Source: an optimization exercise on an open RTL-to-GDS flow (aim: small area). Production flows keep margins and buffers that such runs may drop.
The RTL was checked by simulation tests, not by an equivalence proof against the original design.
No driver is modelled on the clock port, so clocking that relies on it looks cheaper here than on a real chip.
No activity file was given, so power comes from the tool's default toggle rates.

==> flow/design.v <==
`default_nettype none
module debouncer(
    input  wire i_clk,
    input  wire i_rst,
    input  wire i_in,
    output wire o_rise
);
    reg q_in, r_in, r_last, different, o_deb;
    reg [2:0] timer;
    wire ztimer = (timer == 3'b000);
    wire first  = (timer == 3'b001);
    wire fb     = ztimer ? different
                : ((~timer[2] & timer[0]) | (timer[2] & timer[1] & ~timer[0]));
    always @(posedge i_clk)
        if (i_rst) begin
            q_in <= 1'b0;
            r_in <= 1'b0;
            r_last <= 1'b0;
            different <= 1'b0;
            o_deb <= 1'b0;
            timer <= 3'b000;
        end else begin
            q_in <= i_in;
            r_in <= q_in;
            r_last <= r_in;
            timer <= {timer[1:0], fb};
            different <= (different & ~ztimer) | (r_in ^ o_deb);
            if (ztimer)
                o_deb <= r_last;
        end
    assign o_rise = o_deb & first & ~(different ^ r_last);
endmodule
`default_nettype wire
`default_nettype wire
module Clock_Generator (
    input  clk,
    input  rst,
    input  btnU,
    input  btnC,
    input  btnD,
    output reg tick,
    output reg reset
);
    wire eU, eC, eD;
    debouncer dU (.i_clk(clk), .i_rst(rst), .i_in(btnU), .o_rise(eU));
    debouncer dC (.i_clk(clk), .i_rst(rst), .i_in(btnC), .o_rise(eC));
    debouncer dD (.i_clk(clk), .i_rst(rst), .i_in(btnD), .o_rise(eD));
    reg pause;
    reg [1:0] i;
    reg [2:0] counter;
    reg slow_clk;
    wire pause_n = pause ^ eC;
    reg  ge;
    always @(*) begin
        case (i)
            2'd0: ge = (counter == 3'd7);
            2'd1: ge = (counter >= 3'd3);
            2'd2: ge = (counter != 3'd0);
            default: ge = 1'b1;
        endcase
    end
    wire toggle = ~pause_n & ge;
    always @(posedge clk) begin
        if (rst) begin
            pause <= 1'b0;
            i <= 2'd0;
            counter <= 3'd0;
            slow_clk <= 1'b0;
            tick <= 1'b0;
            reset <= 1'b0;
        end else begin
            pause <= pause_n;
            if (eD)
                i <= 2'd0;
            else if (~pause_n & eU)
                i <= i + 2'd1;
            if (eD | toggle)
                counter <= 3'd0;
            else if (~pause_n)
                counter <= counter + 3'd1;
            if (toggle)
                slow_clk <= ~slow_clk;
            tick <= toggle & ~slow_clk;
            reset <= eD;
        end
    end
endmodule
module Counter(
    input clk,
    input rst,
    input tick,
    input reset,
    output [31:0] data
);
    reg [3:0] a0, a1, b2, b4, b6, b7;
    reg [2:0] b3, b5;
    function [3:0] inc10(input [3:0] d, input c);
        inc10 = d ^ {c & ((d[3] & d[0]) | (d[2] & d[1] & d[0])),
                     c & d[1] & d[0],
                     c & d[0] & ~d[3],
                     c};
    endfunction
    function [2:0] inc6(input [2:0] d, input c);
        inc6 = d ^ {c & d[0] & (d[2] | d[1]),
                    c & d[0] & ~d[2],
                    c};
    endfunction
    wire c0 = tick;
    wire c1 = c0 & a0[3] & a0[0];
    wire c2 = c1 & a1[3] & a1[0];
    wire c3 = c2 & b2[3] & b2[0];
    wire c4 = c3 & b3[2] & b3[0];
    wire c5 = c4 & b4[3] & b4[0];
    wire c6 = c5 & b5[2] & b5[0];
    wire c7 = c6 & b6[3] & b6[0];
    always @(posedge clk) begin
        if (rst | reset) begin
            a0 <= 4'd0; a1 <= 4'd0; b2 <= 4'd0; b3 <= 3'd0;
            b4 <= 4'd0; b5 <= 3'd0; b6 <= 4'd0; b7 <= 4'd0;
        end else begin
            a0 <= inc10(a0, c0);
            a1 <= inc10(a1, c1);
            b2 <= inc10(b2, c2);
            b3 <= inc6(b3, c3);
            b4 <= inc10(b4, c4);
            b5 <= inc6(b5, c5);
            b6 <= inc10(b6, c6);
            b7 <= inc10(b7, c7);
        end
    end
    assign data = {b7, b6, 1'b0, b5, b4, 1'b0, b3, b2, a1, a0};
endmodule
`default_nettype wire
module Seven_Seg(
    input clk,
    input rst,
    input [31:0] data,
    output [7:0] anode,
    output dp,
    output reg [6:0] cathode
);
    reg [6:0] lfsr;
    reg       step;    
    reg [2:0] idx;     
    reg       valid;   
    wire wrap = lfsr[6] & (lfsr[3:0] == 4'd0);    
    always @(posedge clk) begin
        if (rst) begin
            lfsr <= 7'd0;
            step <= 1'b0;
            idx <= 3'd7;
            valid <= 1'b0;
        end else begin
            lfsr <= wrap ? 7'd0 : {lfsr[5:0], ~(lfsr[6] ^ lfsr[3])};
            step <= wrap;
            if (step) begin
                idx <= idx + 3'd1;
                valid <= 1'b1;
            end
        end
    end
    wire [7:0] sel = valid ? (8'd1 << idx) : 8'd0;
    assign anode = ~sel;
    assign dp = ~(sel[2] | sel[4] | sel[6]);
    wire [3:0] d = ({4{sel[0]}} & data[3:0])   | ({4{sel[1]}} & data[7:4])
                 | ({4{sel[2]}} & data[11:8])  | ({4{sel[3]}} & data[15:12])
                 | ({4{sel[4]}} & data[19:16]) | ({4{sel[5]}} & data[23:20])
                 | ({4{sel[6]}} & data[27:24]) | ({4{sel[7]}} & data[31:28]);
    always @(*) begin
        case (d)
            4'h0: cathode = 7'b1000000;
            4'h1: cathode = 7'b1111001;
            4'h2: cathode = 7'b0100100;
            4'h3: cathode = 7'b0110000;
            4'h4: cathode = 7'b0011001;
            4'h5: cathode = 7'b0010010;
            4'h6: cathode = 7'b0000010;
            4'h7: cathode = 7'b1111000;
            4'h8: cathode = 7'b0000000;
            4'h9: cathode = 7'b0010000;
            4'hA: cathode = 7'b0100100;
            4'hB: cathode = 7'b0110000;
            4'hC: cathode = 7'b0011001;
            4'hD: cathode = 7'b0010010;
            4'hE: cathode = 7'b0000010;
            default: cathode = 7'b1111000;
        endcase
    end
endmodule
`default_nettype wire
`timescale 1ns / 1ps
module Top(
    input clk,
    input rst,
    input btnU,
    input btnC,
    input btnD,
    output dp,
    output [7:0] SevenSegAn,
    output [6:0] SevenSegCat
);
    wire tick, reset;
    Clock_Generator Clock_Generator_inst(.clk(clk), .rst(rst), .btnU(btnU), .btnC(btnC), .btnD(btnD), .tick(tick), .reset(reset));
    wire [31:0] data;
    Counter Counter_inst(.clk(clk), .rst(rst), .tick(tick), .reset(reset), .data(data));
    Seven_Seg Seven_Seg_inst(.clk(clk), .rst(rst), .data(data), .anode(SevenSegAn), .dp(dp), .cathode(SevenSegCat));
endmodule
export LEC_CHECK = 0
export CAP_MARGIN = 20
export CORE_MARGIN = 2
export CORE_UTILIZATION = 60
export SLEW_MARGIN = 20
create_clock -name core_clock -period 10.0 [get_ports {clk}]
standard.sh (not shown) runs the stock make flow with config.mk's settings and CLKGATE_MAP_FILE= SYNTH_SCRIPT=/design/flow/synth_recipe.tcl, a recipe that flattens the netlist after the stock synthesis.
==> flow/flow/run.sh <==
#!/bin/bash
# Own layout flow: the standard synthesis, then an area re-mapping of its
# combinational logic (registers untouched: same instances, names and cell
# types), then the standard layout steps with small port buffers and a clock
# tree without dummy loads. Each tool writes its own log in this folder.
set -euo pipefail
W=$(pwd)
F=$W/flow
R=$W/orfs/results/$FLOW_PLATFORM/Top/base
YOSYS=${YOSYS_EXE:-$(command -v yosys || echo /OpenROAD-flow-scripts/tools/install/yosys/bin/yosys)}
LIB=$FLOW_HOME/platforms/sky130hd/lib/sky130_fd_sc_hd__tt_025C_1v80.lib

bash standard.sh synth > $W/standard_synth.log 2>&1
cp $R/1_2_yosys.v $W/standard_synth_netlist.v

# Several re-mappings with different seeds; keep the smallest.
pids=()
for s in $(cat $F/seeds.txt); do
  sed "s/@SEED@/$s/" $F/abc.script > $W/abc_$s.script
  REMAP_LIB=$LIB REMAP_IN=$W/standard_synth_netlist.v REMAP_OUT=$W/remapped_$s.v \
  REMAP_ABC=$W/abc_$s.script $YOSYS -c $F/remap.tcl > $W/remap_$s.log 2>&1 &
  pids+=($!)
  if (( ${#pids[@]} >= 4 )); then
    for p in "${pids[@]}"; do wait $p || true; done
    pids=()
  fi
done
for p in "${pids[@]+"${pids[@]}"}"; do wait $p || true; done
nff=$(grep -cE 'sky130_fd_sc_hd__[a-z]*df[a-z0-9_]* ' $W/standard_synth_netlist.v)
best=""; bestA=""
for s in $(cat $F/seeds.txt); do
  [[ -f $W/remapped_$s.v ]] || continue
  grep -q "ERROR" $W/remap_$s.log && continue
  [[ $(grep -cE 'sky130_fd_sc_hd__[a-z]*df[a-z0-9_]* ' $W/remapped_$s.v) == $nff ]] || continue
  a=$(grep "Chip area for module" $W/remap_$s.log | tail -1 | awk '{print $NF}')
  # a mapping that lost its logic is not a candidate
  awk -v a=$a -v n=$nff 'BEGIN{exit !(a > n*20.02*1.3)}' || continue
  if [[ -z $best ]] || awk -v a=$a -v b=$bestA 'BEGIN{exit !(a < b)}'; then best=$s; bestA=$a; fi
done
echo "remap: seed $best area $bestA" > $W/remap_choice.log
if [[ -n $best ]]; then
  cp $W/remapped_$best.v $R/1_2_yosys.v
  rm -f $R/1_synth.odb
fi

export BUFFER_PORTS_ARGS="-buffer_cell sky130_fd_sc_hd__buf_1"
export CTS_ARGS="$(cat $F/cts_args.txt)"
bash standard.sh > $W/standard_layout.log 2>&1
==> flow/flow/cts_args.txt <==
-sink_clustering_enable -repair_clock_nets -dont_use_dummy_load -buf_list sky130_fd_sc_hd__clkbuf_4 -root_buf sky130_fd_sc_hd__clkbuf_4 -tree_buf sky130_fd_sc_hd__clkbuf_4 -sink_clustering_size 10 -sink_clustering_max_diameter 40
==> flow/flow/remap.tcl <==
# Re-map the combinational logic of the standard synthesis netlist for area.
# The flip-flops stay as they are: same instances, names and cell types.
set lib $::env(REMAP_LIB)
yosys read_liberty -ignore_miss_func $lib
yosys blackbox sky130_fd_sc_hd__*df* sky130_fd_sc_hd__*dl*
yosys read_verilog $::env(REMAP_IN)
yosys hierarchy -top $::env(FLOW_TOP)
yosys flatten
yosys opt_clean -purge
yosys abc -liberty $lib -dont_use *lpflow* -dont_use *probe* -script $::env(REMAP_ABC)
yosys opt_clean -purge
yosys hilomap -singleton -hicell sky130_fd_sc_hd__conb_1 HI -locell sky130_fd_sc_hd__conb_1 LO
yosys splitnets
yosys opt_clean -purge
yosys stat -liberty $lib
yosys write_verilog -noattr -nohex -nodec $::env(REMAP_OUT)
Other scripts of this flow, unchanged in this note and not shown: flow/flow/abc.script, flow/flow/seeds.txt
Next try:
--- a/flow/flow/run.sh
+++ b/flow/flow/run.sh
@@ -29 +29 @@
-nff=$(grep -cE 'sky130_fd_sc_hd__[a-z]*df[a-z0-9_]* ' $W/standard_synth_netlist.v)
+nff=$(grep -c 'sky130_fd_sc_hd__dfxtp_1 ' $W/standard_synth_netlist.v)
@@ -34 +34 @@
-  [[ $(grep -cE 'sky130_fd_sc_hd__[a-z]*df[a-z0-9_]* ' $W/remapped_$s.v) == $nff ]] || continue
+  [[ $(grep -c 'sky130_fd_sc_hd__dfxtp_1 ' $W/remapped_$s.v) == $nff ]] || continue
==> flow/flow/cts_args.txt (replaced) <==
-sink_clustering_enable -repair_clock_nets -dont_use_dummy_load -buf_list sky130_fd_sc_hd__clkbuf_4 -root_buf sky130_fd_sc_hd__clkbuf_4 -tree_buf sky130_fd_sc_hd__clkbuf_4 -sink_clustering_size 6 -sink_clustering_max_diameter 25
--- a/flow/flow/remap.tcl
+++ b/flow/flow/remap.tcl
@@ -5 +5 @@
-yosys blackbox sky130_fd_sc_hd__*df* sky130_fd_sc_hd__*dl*
+yosys blackbox sky130_fd_sc_hd__dfxtp_1
Settings changed: CORE_UTILIZATION 60 to 40.
What happened: Final area climbs by about 1.8%; first-iteration DRC count goes up by about 70%; maximum frequency goes down by about 0.37%; setup slack is worse by 0.019 ns; area after synthesis does not change; global-route usage falls by 5.8 points; via count grows by about 0.6%; routed wire length went up by about 6%; cell count goes up by 11%; worst hold slack is worse by 0.0050 ns; total power grows by about 0.8%.
Next try:
--- a/flow/flow/run.sh
+++ b/flow/flow/run.sh
@@ -29 +29 @@
-nff=$(grep -c 'sky130_fd_sc_hd__dfxtp_1 ' $W/standard_synth_netlist.v)
+nff=$(grep -cE 'sky130_fd_sc_hd__[a-z]*df[a-z0-9_]* ' $W/standard_synth_netlist.v)
@@ -34 +34 @@
-  [[ $(grep -c 'sky130_fd_sc_hd__dfxtp_1 ' $W/remapped_$s.v) == $nff ]] || continue
+  [[ $(grep -cE 'sky130_fd_sc_hd__[a-z]*df[a-z0-9_]* ' $W/remapped_$s.v) == $nff ]] || continue
==> flow/flow/cts_args.txt (replaced) <==
-sink_clustering_enable -repair_clock_nets -dont_use_dummy_load -buf_list sky130_fd_sc_hd__clkbuf_4 -root_buf sky130_fd_sc_hd__clkbuf_4 -tree_buf sky130_fd_sc_hd__clkbuf_4 -sink_clustering_size 10 -sink_clustering_max_diameter 40
--- a/flow/flow/remap.tcl
+++ b/flow/flow/remap.tcl
@@ -5 +5 @@
-yosys blackbox sky130_fd_sc_hd__dfxtp_1
+yosys blackbox sky130_fd_sc_hd__*df* sky130_fd_sc_hd__*dl*
Settings changed: CORE_UTILIZATION 40 to 70, PLACE_DENSITY set to 0.8.
=> Die area fell by 41%. Worst setup slack gets better by 0.0083 ns. Combinational power rose by about 2%. Final area fell by 1.7%.
Next try:
--- a/flow/flow/run.sh
+++ b/flow/flow/run.sh
@@ -29 +29 @@
-nff=$(grep -cE 'sky130_fd_sc_hd__[a-z]*df[a-z0-9_]* ' $W/standard_synth_netlist.v)
+nff=$(grep -c 'sky130_fd_sc_hd__dfxtp_1 ' $W/standard_synth_netlist.v)
@@ -34 +34 @@
-  [[ $(grep -cE 'sky130_fd_sc_hd__[a-z]*df[a-z0-9_]* ' $W/remapped_$s.v) == $nff ]] || continue
+  [[ $(grep -c 'sky130_fd_sc_hd__dfxtp_1 ' $W/remapped_$s.v) == $nff ]] || continue
==> flow/flow/cts_args.txt (replaced) <==
-sink_clustering_enable -repair_clock_nets -dont_use_dummy_load -buf_list sky130_fd_sc_hd__clkbuf_4 -root_buf sky130_fd_sc_hd__clkbuf_4 -tree_buf sky130_fd_sc_hd__clkbuf_4 -sink_clustering_size 8 -sink_clustering_max_diameter 30
--- a/flow/flow/remap.tcl
+++ b/flow/flow/remap.tcl
@@ -5 +5 @@
-yosys blackbox sky130_fd_sc_hd__*df* sky130_fd_sc_hd__*dl*
+yosys blackbox sky130_fd_sc_hd__dfxtp_1
Settings changed: CORE_UTILIZATION 70 to 40, PLACE_DENSITY 0.8 to unset.
What happened: The changed run finished with timing, DRC and antenna clean. Clock-buffer cell count stays the same. Wire length drops by 1.6%. Sequential share of layout area drops by 0.83 points. Synthesized cell count is unchanged. Hold slack loses 0.0056 ns. Critical path depth is unchanged.
Next try:
==> flow/flow/cts_args.txt (replaced) <==
-sink_clustering_enable -repair_clock_nets -dont_use_dummy_load -buf_list sky130_fd_sc_hd__clkbuf_4 -root_buf sky130_fd_sc_hd__clkbuf_4 -tree_buf sky130_fd_sc_hd__clkbuf_4 -sink_clustering_size 10 -sink_clustering_max_diameter 40
Via count stays the same.
First-iteration DRC count does not change.
Global-route usage does not change.
Next try:
--- a/flow/flow/run.sh
+++ b/flow/flow/run.sh
@@ -29 +29 @@
-nff=$(grep -c 'sky130_fd_sc_hd__dfxtp_1 ' $W/standard_synth_netlist.v)
+nff=$(grep -cE 'sky130_fd_sc_hd__[a-z]*df[a-z0-9_]* ' $W/standard_synth_netlist.v)
@@ -34 +34 @@
-  [[ $(grep -c 'sky130_fd_sc_hd__dfxtp_1 ' $W/remapped_$s.v) == $nff ]] || continue
+  [[ $(grep -cE 'sky130_fd_sc_hd__[a-z]*df[a-z0-9_]* ' $W/remapped_$s.v) == $nff ]] || continue
@@ -47,0 +48 @@
+export POST_CTS_TCL=$F/post_cts.tcl
==> flow/flow/post_cts.tcl (new file) <==
# Upsize the clock tree's root buffer, then legalise the placement again.
set root [get_cells -quiet clkbuf_0_clk]
if { [llength $root] == 1 } {
  replace_cell $root sky130_fd_sc_hd__clkbuf_8
  detailed_placement
  check_placement -verbose
}
--- a/flow/flow/remap.tcl
+++ b/flow/flow/remap.tcl
@@ -5 +5 @@
-yosys blackbox sky130_fd_sc_hd__dfxtp_1
+yosys blackbox sky130_fd_sc_hd__*df* sky130_fd_sc_hd__*dl*
Outcome:
- The changed run passed the timing, design-rule and antenna checks
- worst setup slack improved by 0.063 ns
- via count is about the same
- cell count does not change
- clock skew is about the same
- wire length barely changes
- global-route usage is unchanged

## what the ideal ports hide
How much do the figures lean on ideal ports? The routed layouts below were timed once more, with nothing changed but the port constraints.
Step 1, drivers: a clkbuf_16 drives clk and a buf_2 each remaining input, both assumed.
Step 2, shift: input delay + t, output delay - t, t = (earliest + latest rising clock arrival at the registers) / 2. This alone moves slack from input paths to output paths.
a / b / c = ideal ports / drivers / drivers and shift; a / b = the first two.
run | t, ns | setup WS [ns] | worst slew at a driven data input, ns
the first run | 0.415 | 4.947 / 4.922 / 5.337 | 0.03
the second run | 0.421 | 4.928 / 4.900 / 5.321 | 0.03
the third run | 0.417 | 4.936 / 4.912 / 5.329 | 0.03
the fourth run | 0.421 | 4.928 / 4.900 / 5.321 | 0.03
the fifth run | 0.421 | 4.928 / 4.900 / 5.321 | 0.03
the sixth run | 0.362 | 4.991 / 4.961 / 5.323 | 0.03
After both steps every run listed still meets setup and hold.
